What follows belongs to an exercise in optimizing a design on an open flow for small area; a production flow would make more cautious choices. The RTL was checked by simulation tests, not by an equivalence proof against the original design. The clock port is modelled as an ideal driver; clocking choices that lean on that would not hold on a real chip. Power is estimated from default activity; no workload was simulated.

===== design/flow/flow/run.sh =====
#!/bin/bash
# The standard layout (the standard.sh: ORFS's make targets) with these
# layout choices:
# - after synthesis, combinational cells that ABC sized above drive 1 are
#   set back to drive 1 (flow/downsize.tcl); the flow's repair steps size
#   up again wherever slew, capacitance or timing need it
# - clock tree: ORFS's CTS step, run through flow/cts.py to allow up to 30
#   sinks per H-tree leaf (8 leaves instead of 16), with clkbuf_16 buffers
#   and no dummy loads; flow/post_cts.tcl then sets each leaf buffer to
#   clkbuf_8 where the estimated clock slew at its flip-flops stays low
# - port buffers: buf_1
# Synthesis, floorplan, power grid, taps, placement and routing are
# standard.sh unchanged. Each tool's output goes to a log file here.
set -e
export CTS_ARGS="-sink_clustering_enable -repair_clock_nets -root_buf sky130_fd_sc_hd__clkbuf_16 -buf_list sky130_fd_sc_hd__clkbuf_16 -dont_use_dummy_load"
export CTS_MAX_LEAF_SINKS=30
export POST_CTS_TCL=$PWD/flow/post_cts.tcl
export BUFFER_PORTS_ARGS="-buffer_cell sky130_fd_sc_hd__buf_1"
bash standard.sh synth > synth.log 2>&1
DS_ODB=orfs/results/$FLOW_PLATFORM/top/base/1_synth.odb \
  openroad -no_init -exit flow/downsize.tcl > downsize.log 2>&1
bash standard.sh place > place.log 2>&1
bash standard.sh run RUN_SCRIPT=$PWD/flow/cts.py RUN_LOG_NAME_STEM=4_1_cts > cts.log 2>&1
bash standard.sh > standard.log 2>&1

===== design/flow/flow/cts.py =====
# Runs ORFS's own CTS step (scripts/cts.tcl, with CTS_ARGS and POST_CTS_TCL
# from run.sh) after raising TritonCTS's limit on sinks per H-tree leaf from
# its default of 15, which has no Tcl option: with about 140 flip-flops the
# H-tree then stops one level earlier (8 leaf buffers instead of 16).
import os
from openroad import Design, Tech

tech = Tech()
design = Design(tech)
parms = design.getTritonCts().getParms()
parms.setNumMaxLeafSinks(int(os.environ.get("CTS_MAX_LEAF_SINKS", "30")))
print("CTS max leaf sinks:", parms.getNumMaxLeafSinks())
design.evalTclString("source $::env(SCRIPTS_DIR)/cts.tcl")

===== design/flow/flow/downsize.tcl =====
# Swaps every combinational cell that synthesis sized above drive 1 for the
# same function at drive 1 (or 0), where the platform has one that is not
# don't-use. Timing repair later in the flow sizes cells up where needed.
set odb $::env(DS_ODB)
read_db $odb
set db [ord::get_db]
set block [ord::get_db_block]
set dont_use [list]
if {[info exists ::env(DONT_USE_CELLS)]} { set dont_use $::env(DONT_USE_CELLS) }
# never pick the platform's special-purpose cells
set n 0
foreach inst [$block getInsts] {
  set m [$inst getMaster]
  set name [$m getName]
  if {![regexp {^(sky130_fd_sc_hd__)([a-z0-9]+)_([0-9]+)$} $name -> pre base drv]} { continue }
  if {$drv <= 1} { continue }
  if {[regexp {lpflow|probe} $base]} { continue }
  if {[regexp {^(df|sdf|dl|edf|sedf|clk|buf|fa|ha|fah|conb|tap|fill|decap|diode)} $base]} { continue }
  foreach d {1 0} {
    set cand "${pre}${base}_${d}"
    if {[lsearch -exact $dont_use $cand] >= 0} { continue }
    set nm [$db findMaster $cand]
    if {$nm != "NULL" && $nm != ""} {
      $inst swapMaster $nm
      incr n
      break
    }
  }
}
puts "downsized $n cells"
write_db $odb

===== design/flow/flow/post_cts.tcl =====
estimate_parasitics -placement
set small_cell [get_lib_cells sky130_fd_sc_hd__clkbuf_8]
set big_cell [get_lib_cells sky130_fd_sc_hd__clkbuf_16]
proc worst_load_slew {inst} {
  set worst 0.0
  foreach opin [get_pins -of_objects $inst -filter "direction==output"] {
    foreach p [get_pins -of_objects [get_nets -of_objects $opin] -filter "direction==input"] {
      set s [get_property $p slew_max]
      if {$s > $worst} { set worst $s }
    }
  }
  return $worst
}
foreach inst [get_cells *] {
  if {[get_property $inst ref_name] ne "sky130_fd_sc_hd__clkbuf_16"} { continue }
  set ipin [get_pins -of_objects $inst -filter "direction==input"]
  if {[get_full_name [get_nets -of_objects $ipin]] eq "clk"} { continue }
  replace_cell $inst $small_cell
  estimate_parasitics -placement
  set s [worst_load_slew $inst]
  if {$s > 0.120} {
    replace_cell $inst $big_cell
    estimate_parasitics -placement
    puts "post_cts: [get_full_name $inst] stays clkbuf_16 (clkbuf_8 slew $s)"
  } else {
    puts "post_cts: [get_full_name $inst] -> clkbuf_8 (slew $s)"
  }
}
detailed_placement
check_placement -verbose

===== design/flow/standard.sh =====
#!/bin/bash
# synth_recipe.tcl (not shown) runs the flow's synth.tcl, then flattens the netlist and writes it again
# the make line also repeats each setting of config.mk as NAME=value (left out here)
make -C /OpenROAD-flow-scripts/flow DESIGN_CONFIG=/design/flow/config.mk WORK_HOME=/design/flow/orfs CLKGATE_MAP_FILE= SYNTH_SCRIPT=/design/flow/synth_recipe.tcl "${@:-finish}"

===== design/flow/config.mk =====
export PLATFORM = sky130hd
export DESIGN_NAME = top
export DESIGN_NICKNAME = top
export VERILOG_FILES = /design/flow/design.v
export SDC_FILE = /design/flow/constraint.sdc
export NUM_CORES = 4
export LEC_CHECK = 0
export CAP_MARGIN = 20
export CORE_MARGIN = 2
export CORE_UTILIZATION = 65
export PLACE_DENSITY = 0.75
export SLEW_MARGIN = 20
export SYNTH_HIERARCHICAL = 1

===== design/flow/constraint.sdc =====
create_clock -name core_clock -period 11.0 [get_ports {clk}]
set_input_delay 2.2000 -clock core_clock [delete_from_list [all_inputs] [get_ports {clk}]]
set_output_delay 2.2000 -clock core_clock [all_outputs]
set_load 0.01 [all_outputs]

===== design/flow/design.v =====
module fa (input a, input b, input c, output s, output co);
    assign s  = a ^ b ^ c;
    assign co = (a & b) | (c & (a ^ b));
endmodule
module ha (input a, input b, output s, output co);
    assign s  = a ^ b;
    assign co = a & b;
endmodule
module delay (
    input  clk,
    input  rst_seen,
    input  btn,
    output delay_en
);
    localparam [15:0] TAPS = 16'h8040, R = 16'hE166, W = 16'h6166,
                      MASK = 16'hEFDF, P = 16'h5555, S1 = 16'hC2CC;
    reg  [15:0] q;
    wire [15:0] s = q ^ P;
    assign delay_en = ~rst_seen & ((s & MASK) == (W & MASK));
    wire fb = (^(s & TAPS)) ^ delay_en;
    always @(posedge clk) begin
        if (!btn)          q <= R ^ P;
        else if (rst_seen) q <= S1 ^ P;
        else               q <= {s[14:0], fb} ^ P;
    end
endmodule
module ball_tick (
    input  clk,
    input  rst,
    output tick
);
    localparam [12:0] TAPS = 13'h1004, R = 13'h0C40, W = 13'h1C40, MASK = 13'h1FF9;
    reg [12:0] s;
    assign tick = ((s & MASK) == (W & MASK));
    wire fb = (^(s & TAPS)) ^ tick;
    always @(posedge clk or posedge rst) begin
        if (rst) s <= R;
        else     s <= {s[11:0], fb};
    end
endmodule
module vga_controller (
    input clk,
    input rst,
    output video_on,
    output hsync,
    output vsync,
    output reg [11:0] h_count,
    output reg [10:0] v_count
);
    wire [11:0] h = h_count;
    wire [10:0] v = v_count;
    wire h_end = h[11] & h[7] & h[4] & h[2] & h[1] & h[0];           
    wire v_end = v[10] & v[6] & v[5] & v[2];                         
    wire [11:0] hs, hc;
    assign hs[0] = ~h[0];
    assign hc[0] = h[0];
    wire [10:0] vs, vc;
    ha v0 (.a(v[0]), .b(h_end), .s(vs[0]), .co(vc[0]));
    genvar i;
    for (i = 1; i < 12; i++) begin : hinc
        ha u (.a(h[i]), .b(hc[i-1]), .s(hs[i]), .co(hc[i]));
    end
    for (i = 1; i < 11; i++) begin : vinc
        ha u (.a(v[i]), .b(vc[i-1]), .s(vs[i]), .co(vc[i]));
    end
    wire v_wrap = h_end & v_end;
    always @(posedge clk or posedge rst) begin
        if (rst) h_count <= 12'd0;
        else     h_count <= {hs[11] & ~h_end, hs[10:8], hs[7] & ~h_end, hs[6:5],
                             hs[4:3] & ~{2{h_end}}, hs[2:0]};
    end
    always @(posedge clk or posedge rst) begin
        if (rst) v_count <= 11'd0;
        else     v_count <= {vs[10] & ~v_wrap, vs[9:7], vs[6:5] & ~{2{v_wrap}}, vs[4:3],
                             vs[2] & ~v_wrap, vs[1], vs[0] & ~v_wrap};
    end
    assign hsync = (h[10] & h[9] & h[8] & h[7] & h[6] & (h[5] | (h[4] & h[3]))) |
                   (h[11] & ~(h[8] | h[7] | h[6] | h[5] | h[4] | h[3] | h[2]));
    assign vsync = v[10] & ((~v[6] & v[5] & v[4] & v[3] & v[2]) |
                            (v[6] & ~(v[5] | v[4] | v[3] | v[2] | v[1] | v[0])));
    assign video_on = ~h[11] & ~(h[10] & h[9] & h[8] & h[7]) &
                      (~v[10] | (~v[6] & ~(v[5] & v[4] & v[3])));
endmodule
module rectangle (
    input clk,
    input rst,
    input rst_seen,
    input btnU,
    input btnD,
    output reg [8:0] pos
);
    wire up, down;
    wire at_bot = pos[8] & pos[7] & pos[4] & pos[3] & pos[1];    
    wire at_top = ~|pos;
    wire en_d = down & ~at_bot;
    wire en_u = ~down & up & ~at_top;
    wire en = en_d | en_u;
    wire [8:0] s, c;
    ha a0 (.a(pos[0]), .b(en),   .s(s[0]), .co(c[0]));
    fa a1 (.a(pos[1]), .b(en_u), .c(c[0]), .s(s[1]), .co(c[1]));
    fa a2 (.a(pos[2]), .b(en_d), .c(c[1]), .s(s[2]), .co(c[2]));
    genvar i;
    for (i = 3; i < 8; i++) begin : add
        fa u (.a(pos[i]), .b(en_u), .c(c[i-1]), .s(s[i]), .co(c[i]));
    end
    assign s[8] = pos[8] ^ en_u ^ c[7];
    always @(posedge clk or posedge rst) begin
        if (rst) pos <= 9'd0;
        else     pos <= s;
    end
    delay delay_i_u (.clk(clk), .rst_seen(rst_seen), .btn(btnU), .delay_en(up));
    delay delay_i_d (.clk(clk), .rst_seen(rst_seen), .btn(btnD), .delay_en(down));
endmodule
module circle (
    input clk,
    input rst,
    input rst_seen,
    input  [8:0] pos_l,        
    input  [8:0] pos_r,
    output reg [10:0] nhp,
    output reg [9:0]  nvp
);
    reg dir_right, dir_down;
    wire move_tick;
    wire [10:0] hp = ~nhp;
    wire [9:0]  vp = ~nvp;
    genvar i;
    wire [8:0] pc = hp[10] ? pos_r : pos_l;
    wire in_h = (hp <= 11'd260) || (hp >= 11'd1640);
    wire [8:0] fs, fc;
    ha f0 (.a(pc[0]), .b(nvp[1]), .s(fs[0]), .co(fc[0]));
    for (i = 1; i < 9; i++) begin : fadd
        fa u (.a(pc[i]), .b(nvp[i+1]), .c(fc[i-1]), .s(fs[i]), .co(fc[i]));
    end
    wire [10:0] f = {fc[8], fs, nvp[0]};
    wire hit = in_h && (f >= 11'd713) && (f <= 11'd1083);
    ball_tick delay_i_u (.clk(clk), .rst(rst), .tick(move_tick));
    wire h_max = hp[10] & hp[9] & hp[8] & hp[6] & hp[1] & hp[0];
    wire h_min = ~(hp[10] | hp[9] | hp[8] | hp[7] | hp[6] | hp[1]);
    wire v_max = vp[9] & vp[8] & vp[7] & vp[6] & vp[5] & vp[4] & vp[3] & vp[1] & vp[0];
    wire v_min = ~(vp[9] | vp[8] | vp[7] | vp[6] | vp[1]);
    wire h_turn = dir_right ? h_max : h_min;
    wire v_turn = dir_down ? v_max : v_min;
    wire en_h = move_tick & ~h_turn;
    wire en_v = move_tick & ~v_turn;
    wire dm_h = en_h & dir_right;
    wire dm_v = en_v & dir_down;
    wire [10:0] hs, hc;
    wire [9:0]  vs, vc;
    ha h0 (.a(nhp[0]), .b(en_h), .s(hs[0]), .co(hc[0]));
    ha v0 (.a(nvp[0]), .b(en_v), .s(vs[0]), .co(vc[0]));
    for (i = 1; i < 10; i++) begin : hadd
        fa u (.a(nhp[i]), .b(dm_h), .c(hc[i-1]), .s(hs[i]), .co(hc[i]));
    end
    assign hs[10] = nhp[10] ^ dm_h ^ hc[9];
    for (i = 1; i < 9; i++) begin : vadd
        fa u (.a(nvp[i]), .b(dm_v), .c(vc[i-1]), .s(vs[i]), .co(vc[i]));
    end
    assign vs[9] = nvp[9] ^ dm_v ^ vc[8];
    always @(posedge clk) begin
        if (hit | rst_seen) begin
            nhp <= ~11'd479;
            dir_right <= 1'b1;
            nvp <= ~10'd270;
            dir_down <= 1'b1;
        end else begin
            nhp <= hs;
            nvp <= vs;
            if (move_tick & h_turn) dir_right <= ~dir_right;
            if (move_tick & v_turn) dir_down <= ~dir_down;
        end
    end
endmodule
module circle_hit (
    input  [11:0] h,
    input  [10:0] v,
    input  [10:0] nhp,
    input  [9:0]  nvp,
    output hit
);
    wire t3, t4, t5, t6, t7, t8, t9, t10;
    wire t11, t12, t13, t14, t15, t16, t17, t18;
    wire t19, t20, t21, t22, t26, t27, t28, t29;
    wire t30, t31, t32, t33, t34, t35, t36, t37;
    wire t38, t39, t40, t41, t42, t43, t185, t186;
    wire t187, t188, t189, t190, t191, t192, t193, t194;
    wire t195, t196, t197, t198, t199, t200, t201, t202;
    wire t203, t204, t205, t206, t207, t208, t209, t210;
    wire t211, t212, t213, t214, t215, t216, t217, t218;
    wire t219, t220, t221, t222, t223, t224, t225, t226;
    wire t228, t229, t230, t231, t232, t233, t234, t235;
    wire t236, t237, t238, t239, t240, t241, t242, t243;
    wire t244, t245, t246, t247, t248, t249, t250, t251;
    wire t252, t253, t254, t255, t256, t257, t258, t259;
    wire t260, t261, t262, t263, t264, t265, t266, t267;
    wire t268, t269, t270, t271, t272, t273, t274, t275;
    wire t276, t277, t278, t279, t280, t281, t282, t283;
    wire t285, t286, t287, t288, t290, t291, t292, t293;
    wire t295, t296, t297, t298, t299, t300, t301, t302;
    wire t303, t304, t305, t306, t307, t308, t309, t310;
    wire t311, t312, t313, t314, t315, t316, t317, t318;
    wire t319, t320, t321, t322, t323, t324, t325, t326;
    wire t328, t329, t330, t331, t333, t334, t335, t336;
    wire t337, t338, t339, t340, t341, t342, t343, t344;
    wire t345, t346, t347, t348, t349, t350, t351, t352;
    wire t353, t354, t355, t356, t357, t358, t359, t360;
    wire t361, t362, t363, t364, t365, t366, t367, t368;
    wire t369, t370, t371, t372, t373, t374, t376, t377;
    wire t378, t379, t381, t382, t384, t385, t386, t387;
    wire t389, t390, t392, t393, t394, t395, t396, t397;
    wire t398, t399, t400, t401, t402, t403, t404, t405;
    wire t406, t407, t408, t409, t410, t411, t413, t414;
    wire t417, t418, t419, t420, t421, t422, t424, t425;
    wire t427, t428, t429, t430, t431, t432, t433, t434;
    wire t435, t436, t437, t438, t439, t440;
    wire t1 = ~(h[0] ^ nhp[0]);
    wire t2 = h[0] | nhp[0];
    wire t23 = ~(h[11] ^ t22);
    wire t24 = ~(v[0] ^ nvp[0]);
    wire t25 = v[0] | nvp[0];
    wire t44 = ~(v[10] ^ t43);
    wire t45 = ~t1;
    wire t46 = t3 & ~t1;
    wire t47 = t3 & t1;
    wire t48 = ~(t5 & ~t3);
    wire t49 = ~(t5 & t3);
    wire t50 = ~(t7 & ~t5);
    wire t51 = ~(t7 & t5);
    wire t52 = ~(t9 & ~t7);
    wire t53 = t9 & t7;
    wire t54 = ~(t11 & ~t9);
    wire t55 = ~(t11 & t9);
    wire t56 = ~(t13 & ~t11);
    wire t57 = ~(t13 & t11);
    wire t58 = ~(t15 & ~t13);
    wire t59 = ~(t15 & t13);
    wire t60 = ~(t17 & ~t15);
    wire t61 = ~(t17 & t15);
    wire t62 = t19 & ~t17;
    wire t63 = ~(t19 & t17);
    wire t64 = t21 & ~t19;
    wire t65 = t1 & t5;
    wire t66 = ~(t1 & t7);
    wire t67 = ~(t1 & t9);
    wire t68 = ~(t1 & t11);
    wire t69 = ~(t1 & t13);
    wire t70 = ~(t1 & t15);
    wire t71 = t1 & t17;
    wire t72 = ~(t1 & t19);
    wire t73 = ~(t1 & t21);
    wire t74 = ~(t3 & t7);
    wire t75 = ~(t3 & t9);
    wire t76 = ~(t3 & t11);
    wire t77 = ~(t3 & t13);
    wire t78 = ~(t3 & t15);
    wire t79 = ~(t3 & t17);
    wire t80 = ~(t3 & t19);
    wire t81 = ~(t3 & t21);
    wire t82 = ~(t5 & t9);
    wire t83 = t5 & t11;
    wire t84 = ~(t5 & t13);
    wire t85 = ~(t5 & t15);
    wire t86 = ~(t5 & t17);
    wire t87 = ~(t5 & t19);
    wire t88 = ~(t5 & t21);
    wire t89 = ~(t7 & t11);
    wire t90 = ~(t7 & t13);
    wire t91 = ~(t7 & t15);
    wire t92 = ~(t7 & t17);
    wire t93 = ~(t7 & t19);
    wire t94 = ~(t7 & t21);
    wire t95 = ~(t9 & t13);
    wire t96 = ~(t9 & t15);
    wire t97 = ~(t9 & t17);
    wire t98 = ~(t9 & t19);
    wire t99 = ~(t9 & t21);
    wire t100 = ~(t11 & t15);
    wire t101 = ~(t11 & t17);
    wire t102 = ~(t11 & t19);
    wire t103 = ~(t11 & t21);
    wire t104 = ~(t13 & t17);
    wire t105 = ~(t13 & t19);
    wire t106 = ~(t13 & t21);
    wire t107 = ~(t15 & t19);
    wire t108 = ~(t15 & t21);
    wire t109 = ~(t17 & t21);
    wire t110 = t23 & t1;
    wire t111 = t23 & t3;
    wire t112 = t23 & t5;
    wire t113 = t23 & t7;
    wire t114 = t23 & t9;
    wire t115 = t23 & t11;
    wire t116 = ~(t23 & t13);
    wire t117 = t23 & t15;
    wire t118 = ~(t23 & t17);
    wire t119 = ~t24;
    wire t120 = t26 & ~t24;
    wire t121 = t26 & t24;
    wire t122 = ~(t28 & ~t26);
    wire t123 = ~(t28 & t26);
    wire t124 = t30 & ~t28;
    wire t125 = ~(t30 & t28);
    wire t126 = t32 & ~t30;
    wire t127 = ~(t32 & t30);
    wire t128 = ~(t34 & ~t32);
    wire t129 = ~(t34 & t32);
    wire t130 = ~(t36 & ~t34);
    wire t131 = ~(t36 & t34);
    wire t132 = ~(t38 & ~t36);
    wire t133 = ~(t38 & t36);
    wire t134 = ~(t40 & ~t38);
    wire t135 = ~(t40 & t38);
    wire t136 = ~(t42 & ~t40);
    wire t137 = ~(t42 & t40);
    wire t138 = t24 & t28;
    wire t139 = ~(t24 & t30);
    wire t140 = ~(t24 & t32);
    wire t141 = t24 & t34;
    wire t142 = ~(t24 & t36);
    wire t143 = ~(t24 & t38);
    wire t144 = ~(t24 & t40);
    wire t145 = ~(t24 & t42);
    wire t146 = ~(t26 & t30);
    wire t147 = ~(t26 & t32);
    wire t148 = ~(t26 & t34);
    wire t149 = ~(t26 & t36);
    wire t150 = ~(t26 & t38);
    wire t151 = ~(t26 & t40);
    wire t152 = ~(t26 & t42);
    wire t153 = ~(t28 & t32);
    wire t154 = ~(t28 & t34);
    wire t155 = t28 & t36;
    wire t156 = ~(t28 & t38);
    wire t157 = ~(t28 & t40);
    wire t158 = ~(t28 & t42);
    wire t159 = ~(t30 & t34);
    wire t160 = ~(t30 & t36);
    wire t161 = ~(t30 & t38);
    wire t162 = ~(t30 & t40);
    wire t163 = ~(t30 & t42);
    wire t164 = ~(t32 & t36);
    wire t165 = ~(t32 & t38);
    wire t166 = ~(t32 & t40);
    wire t167 = ~(t32 & t42);
    wire t168 = ~(t34 & t38);
    wire t169 = ~(t34 & t40);
    wire t170 = ~(t34 & t42);
    wire t171 = ~(t36 & t40);
    wire t172 = ~(t36 & t42);
    wire t173 = ~(t38 & t42);
    wire t174 = ~(t44 & t24);
    wire t175 = ~(t44 & ~t24);
    wire t176 = ~(t44 & ~t26);
    wire t177 = ~(t44 & ~t28);
    wire t178 = ~(t44 & ~t30);
    wire t179 = ~(t44 & ~t32);
    wire t180 = ~(t44 & ~t34);
    wire t181 = ~(t44 & ~t36);
    wire t182 = ~(t44 & ~t38);
    wire t183 = ~(t44 & ~t40);
    wire t184 = ~(t44 & t42);
    wire t227 = ~t186;
    wire t284 = ~t215;
    wire t289 = ~t214;
    wire t294 = ~t222;
    wire t327 = ~t270;
    wire t332 = ~t271;
    wire t375 = ~t338;
    wire t380 = ~t276;
    wire t383 = ~t277;
    wire t388 = ~t290;
    wire t391 = ~t291;
    wire t412 = ~t335;
    wire t415 = ~t45;
    wire t416 = ~t119;
    wire t423 = ~t376;
    wire t426 = ~t425;
    fa u_t3 (.a(h[1]), .b(nhp[1]), .c(t2), .s(t3), .co(t4));
    fa u_t5 (.a(h[2]), .b(nhp[2]), .c(t4), .s(t5), .co(t6));
    fa u_t7 (.a(h[3]), .b(nhp[3]), .c(t6), .s(t7), .co(t8));
    fa u_t9 (.a(h[4]), .b(nhp[4]), .c(t8), .s(t9), .co(t10));
    fa u_t11 (.a(h[5]), .b(nhp[5]), .c(t10), .s(t11), .co(t12));
    fa u_t13 (.a(h[6]), .b(nhp[6]), .c(t12), .s(t13), .co(t14));
    fa u_t15 (.a(h[7]), .b(nhp[7]), .c(t14), .s(t15), .co(t16));
    fa u_t17 (.a(h[8]), .b(nhp[8]), .c(t16), .s(t17), .co(t18));
    fa u_t19 (.a(h[9]), .b(nhp[9]), .c(t18), .s(t19), .co(t20));
    fa u_t21 (.a(h[10]), .b(nhp[10]), .c(t20), .s(t21), .co(t22));
    fa u_t26 (.a(v[1]), .b(nvp[1]), .c(t25), .s(t26), .co(t27));
    fa u_t28 (.a(v[2]), .b(nvp[2]), .c(t27), .s(t28), .co(t29));
    fa u_t30 (.a(v[3]), .b(nvp[3]), .c(t29), .s(t30), .co(t31));
    fa u_t32 (.a(v[4]), .b(nvp[4]), .c(t31), .s(t32), .co(t33));
    fa u_t34 (.a(v[5]), .b(nvp[5]), .c(t33), .s(t34), .co(t35));
    fa u_t36 (.a(v[6]), .b(nvp[6]), .c(t35), .s(t36), .co(t37));
    fa u_t38 (.a(v[7]), .b(nvp[7]), .c(t37), .s(t38), .co(t39));
    fa u_t40 (.a(v[8]), .b(nvp[8]), .c(t39), .s(t40), .co(t41));
    fa u_t42 (.a(v[9]), .b(nvp[9]), .c(t41), .s(t42), .co(t43));
    ha u_t185 (.a(t53), .b(t71), .s(t185), .co(t186));
    fa u_t187 (.a(t54), .b(t72), .c(t79), .s(t187), .co(t188));
    fa u_t189 (.a(t55), .b(t73), .c(t80), .s(t189), .co(t190));
    fa u_t191 (.a(t86), .b(t91), .c(t95), .s(t191), .co(t192));
    fa u_t193 (.a(t110), .b(t56), .c(t81), .s(t193), .co(t194));
    fa u_t195 (.a(t87), .b(t92), .c(t96), .s(t195), .co(t196));
    ha u_t197 (.a(t130), .b(t158), .s(t197), .co(t198));
    fa u_t199 (.a(t111), .b(t57), .c(t88), .s(t199), .co(t200));
    fa u_t201 (.a(t93), .b(t97), .c(t100), .s(t201), .co(t202));
    ha u_t203 (.a(t131), .b(t163), .s(t203), .co(t204));
    fa u_t205 (.a(t112), .b(t58), .c(t94), .s(t205), .co(t206));
    ha u_t207 (.a(t98), .b(t101), .s(t207), .co(t208));
    fa u_t209 (.a(t113), .b(t59), .c(t99), .s(t209), .co(t210));
    fa u_t211 (.a(t51), .b(t69), .c(t76), .s(t211), .co(t212));
    fa u_t213 (.a(t52), .b(t70), .c(t77), .s(t213), .co(t214));
    ha u_t215 (.a(t83), .b(t126), .s(t215), .co(t216));
    fa u_t217 (.a(t78), .b(t84), .c(t89), .s(t217), .co(t218));
    fa u_t219 (.a(t127), .b(t144), .c(t150), .s(t219), .co(t220));
    ha u_t221 (.a(t185), .b(t155), .s(t221), .co(t222));
    fa u_t223 (.a(t187), .b(t85), .c(t90), .s(t223), .co(t224));
    fa u_t225 (.a(t128), .b(t145), .c(t151), .s(t225), .co(t226));
    fa u_t228 (.a(t156), .b(t160), .c(t227), .s(t228), .co(t229));
    fa u_t230 (.a(t189), .b(t191), .c(t129), .s(t230), .co(t231));
    fa u_t232 (.a(t152), .b(t157), .c(t161), .s(t232), .co(t233));
    fa u_t234 (.a(t164), .b(t174), .c(t188), .s(t234), .co(t235));
    fa u_t236 (.a(t193), .b(t195), .c(t197), .s(t236), .co(t237));
    fa u_t238 (.a(t162), .b(t165), .c(t175), .s(t238), .co(t239));
    fa u_t240 (.a(t176), .b(t190), .c(t192), .s(t240), .co(t241));
    fa u_t242 (.a(t199), .b(t201), .c(t203), .s(t242), .co(t243));
    fa u_t244 (.a(t166), .b(t168), .c(t177), .s(t244), .co(t245));
    fa u_t246 (.a(t194), .b(t196), .c(t198), .s(t246), .co(t247));
    fa u_t248 (.a(t205), .b(t207), .c(t132), .s(t248), .co(t249));
    fa u_t250 (.a(t167), .b(t169), .c(t178), .s(t250), .co(t251));
    fa u_t252 (.a(t200), .b(t202), .c(t204), .s(t252), .co(t253));
    fa u_t254 (.a(t209), .b(t102), .c(t104), .s(t254), .co(t255));
    fa u_t256 (.a(t133), .b(t170), .c(t171), .s(t256), .co(t257));
    fa u_t258 (.a(t179), .b(t206), .c(t208), .s(t258), .co(t259));
    fa u_t260 (.a(t114), .b(t60), .c(t103), .s(t260), .co(t261));
    fa u_t262 (.a(t105), .b(t134), .c(t172), .s(t262), .co(t263));
    ha u_t264 (.a(t180), .b(t210), .s(t264), .co(t265));
    fa u_t266 (.a(t115), .b(t61), .c(t106), .s(t266), .co(t267));
    fa u_t268 (.a(t107), .b(t135), .c(t173), .s(t268), .co(t269));
    ha u_t270 (.a(t116), .b(t62), .s(t270), .co(t271));
    fa u_t272 (.a(t49), .b(t67), .c(t74), .s(t272), .co(t273));
    fa u_t274 (.a(t50), .b(t68), .c(t75), .s(t274), .co(t275));
    ha u_t276 (.a(t124), .b(t141), .s(t276), .co(t277));
    fa u_t278 (.a(t211), .b(t82), .c(t125), .s(t278), .co(t279));
    fa u_t280 (.a(t142), .b(t148), .c(t153), .s(t280), .co(t281));
    fa u_t282 (.a(t213), .b(t143), .c(t149), .s(t282), .co(t283));
    fa u_t285 (.a(t154), .b(t212), .c(t284), .s(t285), .co(t286));
    fa u_t287 (.a(t217), .b(t219), .c(t159), .s(t287), .co(t288));
    fa u_t290 (.a(t221), .b(t216), .c(t289), .s(t290), .co(t291));
    fa u_t292 (.a(t223), .b(t225), .c(t228), .s(t292), .co(t293));
    fa u_t295 (.a(t218), .b(t220), .c(t294), .s(t295), .co(t296));
    fa u_t297 (.a(t230), .b(t232), .c(t234), .s(t297), .co(t298));
    fa u_t299 (.a(t224), .b(t226), .c(t229), .s(t299), .co(t300));
    fa u_t301 (.a(t236), .b(t238), .c(t240), .s(t301), .co(t302));
    fa u_t303 (.a(t231), .b(t233), .c(t235), .s(t303), .co(t304));
    fa u_t305 (.a(t242), .b(t244), .c(t246), .s(t305), .co(t306));
    fa u_t307 (.a(t237), .b(t239), .c(t241), .s(t307), .co(t308));
    fa u_t309 (.a(t248), .b(t250), .c(t252), .s(t309), .co(t310));
    fa u_t311 (.a(t243), .b(t245), .c(t247), .s(t311), .co(t312));
    fa u_t313 (.a(t254), .b(t256), .c(t258), .s(t313), .co(t314));
    fa u_t315 (.a(t249), .b(t251), .c(t253), .s(t315), .co(t316));
    fa u_t317 (.a(t260), .b(t262), .c(t264), .s(t317), .co(t318));
    fa u_t319 (.a(t255), .b(t257), .c(t259), .s(t319), .co(t320));
    fa u_t321 (.a(t266), .b(t268), .c(t181), .s(t321), .co(t322));
    fa u_t323 (.a(t261), .b(t263), .c(t265), .s(t323), .co(t324));
    fa u_t325 (.a(t108), .b(t136), .c(t182), .s(t325), .co(t326));
    fa u_t328 (.a(t267), .b(t269), .c(t327), .s(t328), .co(t329));
    fa u_t330 (.a(t117), .b(t63), .c(t109), .s(t330), .co(t331));
    fa u_t333 (.a(t137), .b(t183), .c(t332), .s(t333), .co(t334));
    ha u_t335 (.a(t118), .b(t64), .s(t335), .co(t336));
    ha u_t337 (.a(t47), .b(t65), .s(t337), .co(t338));
    fa u_t339 (.a(t48), .b(t66), .c(t122), .s(t339), .co(t340));
    fa u_t341 (.a(t272), .b(t123), .c(t140), .s(t341), .co(t342));
    fa u_t343 (.a(t274), .b(t147), .c(t273), .s(t343), .co(t344));
    fa u_t345 (.a(t278), .b(t280), .c(t275), .s(t345), .co(t346));
    fa u_t347 (.a(t282), .b(t285), .c(t279), .s(t347), .co(t348));
    fa u_t349 (.a(t287), .b(t283), .c(t286), .s(t349), .co(t350));
    fa u_t351 (.a(t292), .b(t295), .c(t288), .s(t351), .co(t352));
    fa u_t353 (.a(t297), .b(t299), .c(t293), .s(t353), .co(t354));
    fa u_t355 (.a(t301), .b(t303), .c(t298), .s(t355), .co(t356));
    fa u_t357 (.a(t305), .b(t307), .c(t302), .s(t357), .co(t358));
    fa u_t359 (.a(t309), .b(t311), .c(t306), .s(t359), .co(t360));
    fa u_t361 (.a(t313), .b(t315), .c(t310), .s(t361), .co(t362));
    fa u_t363 (.a(t317), .b(t319), .c(t314), .s(t363), .co(t364));
    fa u_t365 (.a(t321), .b(t323), .c(t318), .s(t365), .co(t366));
    fa u_t367 (.a(t325), .b(t328), .c(t322), .s(t367), .co(t368));
    fa u_t369 (.a(t330), .b(t333), .c(t326), .s(t369), .co(t370));
    fa u_t371 (.a(t184), .b(t331), .c(t334), .s(t371), .co(t372));
    ha u_t373 (.a(t337), .b(t121), .s(t373), .co(t374));
    fa u_t376 (.a(t339), .b(t139), .c(t375), .s(t376), .co(t377));
    fa u_t378 (.a(t341), .b(t146), .c(t340), .s(t378), .co(t379));
    fa u_t381 (.a(t343), .b(t342), .c(t380), .s(t381), .co(t382));
    fa u_t384 (.a(t345), .b(t344), .c(t383), .s(t384), .co(t385));
    fa u_t386 (.a(t347), .b(t281), .c(t346), .s(t386), .co(t387));
    fa u_t389 (.a(t349), .b(t348), .c(t388), .s(t389), .co(t390));
    fa u_t392 (.a(t351), .b(t350), .c(t391), .s(t392), .co(t393));
    fa u_t394 (.a(t353), .b(t296), .c(t352), .s(t394), .co(t395));
    fa u_t396 (.a(t355), .b(t300), .c(t354), .s(t396), .co(t397));
    fa u_t398 (.a(t357), .b(t304), .c(t356), .s(t398), .co(t399));
    fa u_t400 (.a(t359), .b(t308), .c(t358), .s(t400), .co(t401));
    fa u_t402 (.a(t361), .b(t312), .c(t360), .s(t402), .co(t403));
    fa u_t404 (.a(t363), .b(t316), .c(t362), .s(t404), .co(t405));
    fa u_t406 (.a(t365), .b(t320), .c(t364), .s(t406), .co(t407));
    fa u_t408 (.a(t367), .b(t324), .c(t366), .s(t408), .co(t409));
    fa u_t410 (.a(t369), .b(t329), .c(t368), .s(t410), .co(t411));
    fa u_t413 (.a(t371), .b(t370), .c(t412), .s(t413), .co(t414));
    ha u_t417 (.a(t415), .b(t416), .s(t417), .co(t418));
    ha u_t419 (.a(t46), .b(t120), .s(t419), .co(t420));
    fa u_t421 (.a(t373), .b(t138), .c(t420), .s(t421), .co(t422));
    fa u_t424 (.a(t423), .b(t374), .c(t422), .s(t424), .co(t425));
    fa u_t427 (.a(t378), .b(t377), .c(t426), .s(t427), .co(t428));
    fa u_t429 (.a(t381), .b(t379), .c(t428), .s(t429), .co(t430));
    fa u_t431 (.a(t384), .b(t382), .c(t430), .s(t431), .co(t432));
    fa u_t433 (.a(t386), .b(t385), .c(t432), .s(t433), .co(t434));
    fa u_t435 (.a(t389), .b(t387), .c(t434), .s(t435), .co(t436));
    fa u_t437 (.a(t392), .b(t390), .c(t436), .s(t437), .co(t438));
    fa u_t439 (.a(t394), .b(t393), .c(t438), .s(t439), .co(t440));
    wire [11:0] s = {~t439, ~t437, ~t435, ~t433, ~t431, ~t429, ~t427, t424, t421, t419, t418, t417};
    wire high_zero = ~((~t396 ^ ~t395) ^ ~t440) &
        ~(~(~t398 ^ ~t397) ^ (~t396 | ~t395)) &
        ~(~(~t400 ^ ~t399) ^ (~t398 & ~t397)) &
        ~((~t402 ^ ~t401) ^ (~t400 & ~t399)) &
        ~(~(~t404 ^ ~t403) ^ (~t402 | ~t401)) &
        ~((~t406 ^ ~t405) ^ (~t404 & ~t403)) &
        ~((~t408 ^ ~t407) ^ (~t406 | ~t405)) &
        ~((~t410 ^ ~t409) ^ (~t408 | ~t407)) &
        ~((~t413 ^ ~t411) ^ (~t410 | ~t409));
    assign hit = high_zero &
                 ~(s[11] & s[10] & s[9] & ((|s[8:5]) | (s[4] & (|s[3:0]))));
endmodule
module top(
    input  clk     ,
    input  rst     ,
    input  btnU    ,
    input  btnD    ,
    input  btnL    ,
    input  btnR    ,
    output       Hsync   ,
    output       Vsync   ,
    output [3:0] vgaRed  ,
    output [3:0] vgaGreen,
    output [3:0] vgaBlue
);
    wire [11:0] h_count;
    wire [10:0] v_count;
    wire video_on;
    wire [8:0] pos_l, pos_r;
    wire [10:0] nhp;
    wire [9:0]  nvp;
    wire circ;
    reg  white;    
    vga_controller vga_ctrl (
        .clk(clk), .rst(rst), .video_on(video_on), .hsync(Hsync), .vsync(Vsync),
        .h_count(h_count), .v_count(v_count));
    reg rst_seen;
    always @(posedge clk or posedge rst) begin
        if (rst) rst_seen <= 1'b1;
        else     rst_seen <= 1'b0;
    end
    rectangle rectangle_left_i  (.clk(clk), .rst(rst), .rst_seen(rst_seen), .btnU(btnU), .btnD(btnR), .pos(pos_l));
    rectangle rectangle_right_i (.clk(clk), .rst(rst), .rst_seen(rst_seen), .btnU(btnL), .btnD(btnD), .pos(pos_r));
    circle color_i (.clk(clk), .rst(rst), .rst_seen(rst_seen), .pos_l(pos_l), .pos_r(pos_r), .nhp(nhp), .nvp(nvp));
    circle_hit circle_hit_i (.h(h_count), .v(v_count), .nhp(nhp), .nvp(nvp), .hit(circ));
    wire [11:0] h = h_count;
    wire [10:0] v = v_count;
    wire in_l = (h >= 12'd100) && (h <= 12'd200);
    wire in_r = (h >= 12'd1700) && (h <= 12'd1800);
    wire [8:0] npr = ~(h[10] ? pos_r : pos_l);
    wire [9:0] dq, dc;
    assign dq[0] = ~(v[1] ^ npr[0]);
    assign dc[0] = v[1] | npr[0];
    genvar i;
    for (i = 1; i < 9; i++) begin : dsub
        fa u (.a(v[i+1]), .b(npr[i]), .c(dc[i-1]), .s(dq[i]), .co(dc[i]));
    end
    assign dq[9] = ~(v[10] ^ dc[8]);
    assign dc[9] = v[10] | dc[8];
    wire rows = dc[9] & ((dq < 10'd125) | ((dq == 10'd125) & ~v[0]));
    wire rect = (in_l | in_r) & rows;
    always @(posedge clk or posedge rst) begin
        if (rst) white <= 1'b0;
        else     white <= ~rst_seen & video_on & (rect | circ);
    end
    assign vgaRed   = {4{video_on}};
    assign vgaGreen = {4{video_on & white}};
    assign vgaBlue  = {4{video_on & white}};
endmodule

==> results.sh, run 1 <==
export IMPL_path_clk_slew_ps=90
export IMPL_syn_to_final_growth_pct=3.235
export IMPL_maxCapViolations=0
export IMPL_busiest_layer="met2"
export IMPL_layout_commonest_cell="fa_1"
export IMPL_layoutNonFillerInstCount=1087
export IMPL_start_util_pct=66.67
export IMPL_cp_top_family="adder cells"
export IMPL_cp_depth=28
export IMPL_critPathKind="reg2reg"
export IMPL_worst_hold_slack_ps=368.2
export IMPL_grt_antenna_before_repair=0
export IMPL_ant_nets=0
export IMPL_fin_area_um2=10500
export IMPL_die_h_um=129.1
export IMPL_rsz0062_at_grt="false"
export IMPL_fmax_ghz=0.1080
export IMPL_drc=0
export IMPL_dieArea_um2=16670
export IMPL_cp_end_kind="flip-flop"
export IMPL_worst_slack_ps=1743
export IMPL_post_route_util_pct=68.82
export IMPL_fin_crit_sh_pct=84.15
export IMPL_hold_viol=0
export IMPL_reg2reg_depth=28
export IMPL_grt_total_usage_pct=27.12
export IMPL_hpwl_mm=15.81
export IMPL_p_sw_share_pct=21.11
export IMPL_grt_max_degree=29
export IMPL_crit_path_start_kind="flip-flop"
export IMPL_slew_headroom_pct=33.14
export IMPL_syn_nets=1113
export IMPL_use_met2_pct=47.40
export IMPL_drive_above_1_share_pct=1.941
export IMPL_clock_skew_ps=14.13
export IMPL_p_switching_mw=0.1730
export IMPL_tritoncts="built"
export IMPL_nets=1109
export IMPL_p_clk_share_pct=31.3
export IMPL_synth_warnings=12
export IMPL_postSynthAreaPerCell_um2=11.53
export IMPL_placed_area_um2=10330
export IMPL_hold_depth=0
export IMPL_ioPinCount=20
export IMPL_grt_pass1_vias=7058
export IMPL_io_buffer_count=19
export IMPL_dpl_worst_slack_ps=1778
export IMPL_worstHoldPathType="reg2reg"
export IMPL_dp_cells=1078
export IMPL_n_antenna_cell=0
export IMPL_path_max_fanout=9
export IMPL_slowest_stage="fa_1"
export IMPL_peakVddDrop_mv=0.1121
export IMPL_first_pass_iters=7
export IMPL_rows=45
export IMPL_routedWlPerCell_um=18.43
export IMPL_p_total_mw=0.8192
export IMPL_crit_buf_inv=3
export IMPL_grt_pass1_wl_mm=35.01
export IMPL_wirelength_mm=20.03
export IMPL_seqPwrFrac_pct=65.8
export IMPL_syn_area_um2=10170
export IMPL_cts_sinks=143
export IMPL_critPathMaxStageDelay_ps=550
export IMPL_layout_common_cells="172 x fa_1, 125 x nand2_1, 87 x dfxtp_1"
export IMPL_report_final_slew_viol_count=0
export IMPL_p_int_mw=0.6462
export IMPL_core_um2=15260
export IMPL_combPwrFrac_pct=2.8
export IMPL_grt_overflow_total=0
export IMPL_drtIter0Drc=333
export IMPL_critPathArrivalTime_ps=9500
export IMPL_vias=6295
export IMPL_use_met3_pct=3.014
export IMPL_cp_common_cell="fa_1"
export IMPL_worst_pin_slew_ps=995.7
export IMPL_status="complete, no violations"
export IMPL_fin_setup_tns_ps=0
export IMPL_gp_congestion=0.8683
export IMPL_fin_crit_ps=9257
export IMPL_syn_inst=882
export IMPL_vias_per_cell=5.791
export IMPL_setup_violations=0
export IMPL_die_w_um=129.1
export IMPL_fill_cells=1151
export IMPL_crit_required_ps=11240
export IMPL_power_leakage_nw=4.574
export IMPL_clk_latency_ps=350
export IMPL_grtUsageMet1_pct=36.44
export IMPL_power_density_nw_per_um2=78.01
final cells by class:
cell class	count	area [um2]	area share (%)
repair buffers	22	93.84	0.8936
clock buffers	9	168.9	1.608
well taps	211	264.0	2.514
flip-flops and latches	143	3148	29.98
multi-input cells	656	6654	63.36
inverters	46	172.7	1.644
per-layer routing:
metal / vias to the layer above / wire [um]
met2: 145 / 10640
met1: 3245 / 8477
met5: - / 0
met3: 18 / 661
met4: 0 / 248
li1: 2887 / -
power by group through the flow:
stage | combinational (mW) | sequential [mW] | clock [mW]
2_1_floorplan | 0.0168 | 0.547 | 0
3_3_place_gp | 0.0220 | 0.550 | 0
3_5_place_dp | 0.0236 | 0.550 | 0
5_1_grt | 0.0270 | 0.541 | 0.288
6_report | 0.0233 | 0.539 | 0.257
sequential cells by signal, summed over array words and instances, names as in the netlist, 9 cells and up:
| signal | flops |
|---|---|
| color_i.nhp | 11 |
| color_i.nvp | 10 |
| vga_ctrl.h_count | 12 |
| rectangle_right_i.delay_i_d.q | 16 |
| rectangle_left_i.pos | 9 |
| rectangle_left_i.delay_i_d.q | 16 |
| vga_ctrl.v_count | 11 |
| rectangle_right_i.pos | 9 |
| color_i.delay_i_u.s | 13 |
| rectangle_left_i.delay_i_u.q | 16 |
| rectangle_right_i.delay_i_u.q | 16 |
path summary, 6_finish.rpt:
check,from,to,slack [ps]
min in group asynchronous,rst,white,1870
setup / recovery,vga_ctrl.h_count[0],white,1740
hold reg to reg,color_i.delay_i_u.s[10],color_i.delay_i_u.s[11],370
hold / removal,color_i.delay_i_u.s[10],color_i.delay_i_u.s[11],370
setup reg to reg,vga_ctrl.h_count[0],white,1740
max in group asynchronous,rst,vga_ctrl.h_count[5],8250
==> run 2, diff against run 1 <==
--- a/design/flow/flow/post_cts.tcl
+++ b/design/flow/flow/post_cts.tcl
@@ -18,7 +18,7 @@
   replace_cell $inst $small_cell
   estimate_parasitics -placement
   set s [worst_load_slew $inst]
-  if {$s > 0.120} {
+  if {$s > 0.100} {
     replace_cell $inst $big_cell
     estimate_parasitics -placement
     puts "post_cts: [get_full_name $inst] stays clkbuf_16 (clkbuf_8 slew $s)"
==> results.sh, run 2 <==
export IMPL_critPathArrivalTime_ps=9510
export IMPL_use_met2_pct=47.43
export IMPL_fmax_ghz=0.1080
export IMPL_vias_per_cell=5.808
export IMPL_clock_skew_ps=14.93
export IMPL_cp_end_kind="flip-flop"
export IMPL_setup_violations=0
export IMPL_crit_path_start_kind="flip-flop"
export IMPL_worstHoldPathType="reg2reg"
export IMPL_slowest_stage="fa_1"
export IMPL_vias=6313
export IMPL_drtIter0Drc=321
export IMPL_gp_congestion=0.8683
export IMPL_fin_crit_sh_pct=84.19
export IMPL_dpl_worst_slack_ps=1778
export IMPL_status="complete, no violations"
export IMPL_post_route_util_pct=68.90
export IMPL_grt_pass1_vias=7061
export IMPL_peakVddDrop_mv=0.1122
export IMPL_grt_antenna_before_repair=0
export IMPL_fin_setup_tns_ps=0
export IMPL_postSynthAreaPerCell_um2=11.53
export IMPL_cp_common_cell="fa_1"
export IMPL_critPathKind="reg2reg"
export IMPL_power_leakage_nw=4.579
export IMPL_fill_cells=1149
export IMPL_dieArea_um2=16670
export IMPL_busiest_layer="met2"
export IMPL_rsz0062_at_grt="false"
export IMPL_grtUsageMet1_pct=36.35
export IMPL_rows=45
export IMPL_critPathMaxStageDelay_ps=550
export IMPL_worst_pin_slew_ps=1040
export IMPL_slew_headroom_pct=30.15
export IMPL_worst_slack_ps=1739
export IMPL_hold_viol=0
export IMPL_multi_input_area_um2=6654
export IMPL_report_final_slew_viol_count=0
export IMPL_grt_pass1_wl_mm=34.98
export IMPL_hpwl_mm=15.81
export IMPL_drc=0
export IMPL_start_util_pct=66.67
export IMPL_cts_sinks=143
export IMPL_synth_warnings=12
export IMPL_nets=1109
export IMPL_routedWlPerCell_um=18.43
export IMPL_n_antenna_cell=0
export IMPL_regArea_um2=3148
export IMPL_syn_nets=1113
export IMPL_io_buffer_count=19
export IMPL_die_w_um=129.1
export IMPL_first_pass_iters=5
export IMPL_layout_commonest_cell="fa_1"
export IMPL_power_density_nw_per_um2=79.05
export IMPL_wirelength_mm=20.03
export IMPL_ioPinCount=20
export IMPL_grt_max_degree=29
export IMPL_path_clk_slew_ps=90
export IMPL_syn_to_final_growth_pct=3.346
export IMPL_tritoncts="built"
export IMPL_fin_crit_ps=9261
export IMPL_maxCapViolations=0
export IMPL_drive_above_1_share_pct=1.941
export IMPL_layout_common_cells="172 x fa_1, 125 x nand2_1, 87 x dfxtp_1"
export IMPL_syn_inst=882
export IMPL_ant_nets=0
export IMPL_path_max_fanout=9
export IMPL_die_h_um=129.1
export IMPL_grt_total_usage_pct=27.10
export IMPL_grt_overflow_total=0
export IMPL_crit_required_ps=11250
export IMPL_syn_area_um2=10170
export IMPL_use_met3_pct=3.014
export IMPL_clk_latency_ps=350
export IMPL_core_um2=15260
## run 2: path summary, 6_finish.rpt
kind	from	end	slack, ps	cells after the start
min in group asynchronous	rst	white	1860	2
max in group asynchronous	rst	vga_ctrl.v_count[9]	8260	2
worst min register to register	color_i.delay_i_u.s[10]	color_i.delay_i_u.s[11]	370	0
worst max register to register	vga_ctrl.h_count[0]	white	1740	28
worst max-delay path	vga_ctrl.h_count[0]	white	1740	28
worst min-delay path	color_i.delay_i_u.s[10]	color_i.delay_i_u.s[11]	370	0
## run 2: metrics by stage
stage	cell area, um2	power, mW	instances	hold slack, ps
floorplan	10170	0.5642	882	331.2
global placement	10330	0.5720	1078	337.1
detailed placement	10330	0.5740	1078	356.2
global route	10510	0.8635	1087	377.1
finish	10510	0.8311	1087	368.2
## run 2: layer usage
layer / part of all wire, % / up-vias
met5: 0 / -
met4: 1.5 / 0
met3: 2.8 / 22
met2: 53 / 122
met1: 43 / 3281
li1: - / 2888
## run 2: layout make-up
class	count	share of cell area [%]
Multi-Input combinational cell	656	63.29
Timing Repair Buffer	22	0.8926
Inverter	46	1.642
Tap cell	211	2.511
Clock buffer	9	1.714
Sequential cell	143	29.95
## run 2: critical path, delay by kind of cell (launching register included)
kind                     cells  cell delay [ps]
AO/OA/AOI/OAI                1               70
XOR/XNOR                     2              650
adder cells (fa/ha/maj)     17             6900
buffers and inverters        3              160
flip-flops                   1              430
AND/OR/NAND/NOR              5              930
## run 2: power by group
group | switching [mW] | internal [mW] | total (mW) | leakage [nW]
clock network | 0.154 | 0.115 | 0.268 | 0.0904
registers | 0.00775 | 0.531 | 0.539 | 1.47
logic | 0.0154 | 0.00794 | 0.0233 | 3.02
total | 0.177 | 0.654 | 0.831 | 4.58
==> run 3, diff against run 2 <==
--- a/design/flow/flow/post_cts.tcl
+++ b/design/flow/flow/post_cts.tcl
@@ -18,7 +18,7 @@
   replace_cell $inst $small_cell
   estimate_parasitics -placement
   set s [worst_load_slew $inst]
-  if {$s > 0.100} {
+  if {$s > 0.110} {
     replace_cell $inst $big_cell
     estimate_parasitics -placement
     puts "post_cts: [get_full_name $inst] stays clkbuf_16 (clkbuf_8 slew $s)"
==> results.sh, run 3 <==
export IMPL_status="complete, no violations"
export IMPL_post_route_util_pct=68.82
export IMPL_hpwl_mm=15.81
export IMPL_power_leakage_nw=4.574
export IMPL_cp_end_kind="flip-flop"
export IMPL_slowest_stage="fa_1"
export IMPL_synth_warnings=12
export IMPL_syn_area_um2=10170
export IMPL_power_density_nw_per_um2=78.01
export IMPL_path_clk_slew_ps=90
export IMPL_drive_above_1_share_pct=1.941
export IMPL_path_max_fanout=9
export IMPL_slew_headroom_pct=33.14
export IMPL_r2r_slack_ps=1740
export IMPL_cp_common_cell="fa_1"
export IMPL_crit_buf_inv=3
export IMPL_core_um2=15260
export IMPL_hold_viol=0
export IMPL_grt_pass1_wl_mm=35.01
export IMPL_start_util_pct=66.67
export IMPL_fin_crit_sh_pct=84.15
export IMPL_peakVddDrop_mv=0.1121
export IMPL_io_buffer_count=19
export IMPL_critPathMaxStageDelay_ps=550
export IMPL_syn_inst=882
export IMPL_multi_input_area_um2=6654
export IMPL_tritoncts="built"
export IMPL_rsz0062_at_grt="false"
export IMPL_wl_met2_mm=10.64
export IMPL_critPathArrivalTime_ps=9500
export IMPL_drtIter0Drc=333
export IMPL_dieArea_um2=16670
export IMPL_drc=0
export IMPL_crit_required_ps=11240
export IMPL_postSynthAreaPerCell_um2=11.53
export IMPL_layout_common_cells="172 x fa_1, 125 x nand2_1, 87 x dfxtp_1"
export IMPL_wirelength_mm=20.03
export IMPL_grt_pass1_vias=7058
export IMPL_die_h_um=129.1
export IMPL_layout_commonest_cell="fa_1"
export IMPL_fin_crit_ps=9257
export IMPL_routedWlPerCell_um=18.43
export IMPL_grt_antenna_before_repair=0
export IMPL_syn_nets=1113
export IMPL_setup_violations=0
export IMPL_ioPinCount=20
export IMPL_clock_skew_ps=14.13
export IMPL_rows=45
export IMPL_ant_nets=0
export IMPL_grt_overflow_total=0
export IMPL_grt_total_usage_pct=27.12
export IMPL_worst_slack_ps=1743
export IMPL_fin_setup_tns_ps=0
export IMPL_wl_met1_mm=8.477
export IMPL_dpl_worst_slack_ps=1778
export IMPL_fill_cells=1151
export IMPL_cts_sinks=143
export IMPL_worstHoldPathType="reg2reg"
export IMPL_regArea_um2=3148
export IMPL_grt_max_degree=29
export IMPL_gp_congestion=0.8683
export IMPL_die_w_um=129.1
export IMPL_n_antenna_cell=0
export IMPL_vias=6295
export IMPL_maxCapViolations=0
export IMPL_critPathKind="reg2reg"
export IMPL_nets=1109
export IMPL_worst_pin_slew_ps=995.7
export IMPL_syn_to_final_growth_pct=3.235
export IMPL_dr_wl_met3_um=661
export IMPL_vias_per_cell=5.791
export IMPL_clk_latency_ps=350
export IMPL_crit_path_start_kind="flip-flop"
export IMPL_fmax_ghz=0.1080
export IMPL_cp_top_family="adder cells"
export IMPL_first_pass_iters=7
export IMPL_report_final_slew_viol_count=0
export IMPL_routed_top_layer="met4"
==> run 3: layer usage <==
metal	up-vias	GRT usage, %
li1	2887	-
met1	3245	36.44
met2	145	47.40
met3	18	3.014
met4	0	7.545
met5	-	0
==> run 3: layout make-up <==
type	instances	share of cell area, %
clock buffers	9	1.608
inverters	46	1.644
multi-input cells	656	63.36
flip-flops and latches	143	29.98
well taps	211	2.514
repair buffers	22	0.8936
==> run 3: final timing paths <==
kind	start	endpoint	cells past startpoint
min in group asynchronous	rst	white	2
hold / removal	color_i.delay_i_u.s[10]	color_i.delay_i_u.s[11]	0
setup / recovery	vga_ctrl.h_count[0]	white	28
setup reg to reg	vga_ctrl.h_count[0]	white	28
hold reg to reg	color_i.delay_i_u.s[10]	color_i.delay_i_u.s[11]	0
max in group asynchronous	rst	vga_ctrl.h_count[5]	2
==> run 3: metrics by stage <==
stage / hold WS [ps] / area, um2 / total power, mW / instances
2_1_floorplan: 331.2 / 10170 / 0.5642 / 882
3_5_place_dp: 356.2 / 10330 / 0.5740 / 1078
5_1_grt: 377.1 / 10500 / 0.8556 / 1087
3_3_place_gp: 337.1 / 10330 / 0.5720 / 1078
6_report: 368.2 / 10500 / 0.8192 / 1087
==> run 3: where the power goes <==
part	internal (mW)	leakage (nW)	total (mW)	switching, mW
Combinational	0.00793	3.02	0.0233	0.0154
Clock	0.107	0.0852	0.257	0.150
Sequential	0.531	1.47	0.539	0.00773
Total	0.646	4.57	0.819	0.173

[re-timing with driven ports]
The flow's constraints put no driver on any port. The routed layouts listed below were extracted and timed again, unchanged, in two steps. Step 1 assumes that a clkbuf_16 drives the clock port and a buf_2 every other input. Step 2, shift: input delay + t, output delay - t, t = (earliest + latest rising clock arrival at the registers) / 2. This alone moves slack from input paths to output paths. a / b / c = no drivers / after step 1 / after step 2; a / b = the first two.
run | shift t [ns] | setup slack, ns | worst setup path at the end
run 1 | 0.383 | 1.743 / 1.743 / 1.743 | register to register
run 2 | 0.386 | 1.739 / 1.739 / 1.739 | register to register
run 3 | 0.383 | 1.743 / 1.743 / 1.743 | register to register
After both steps setup and hold are still met in every run listed.
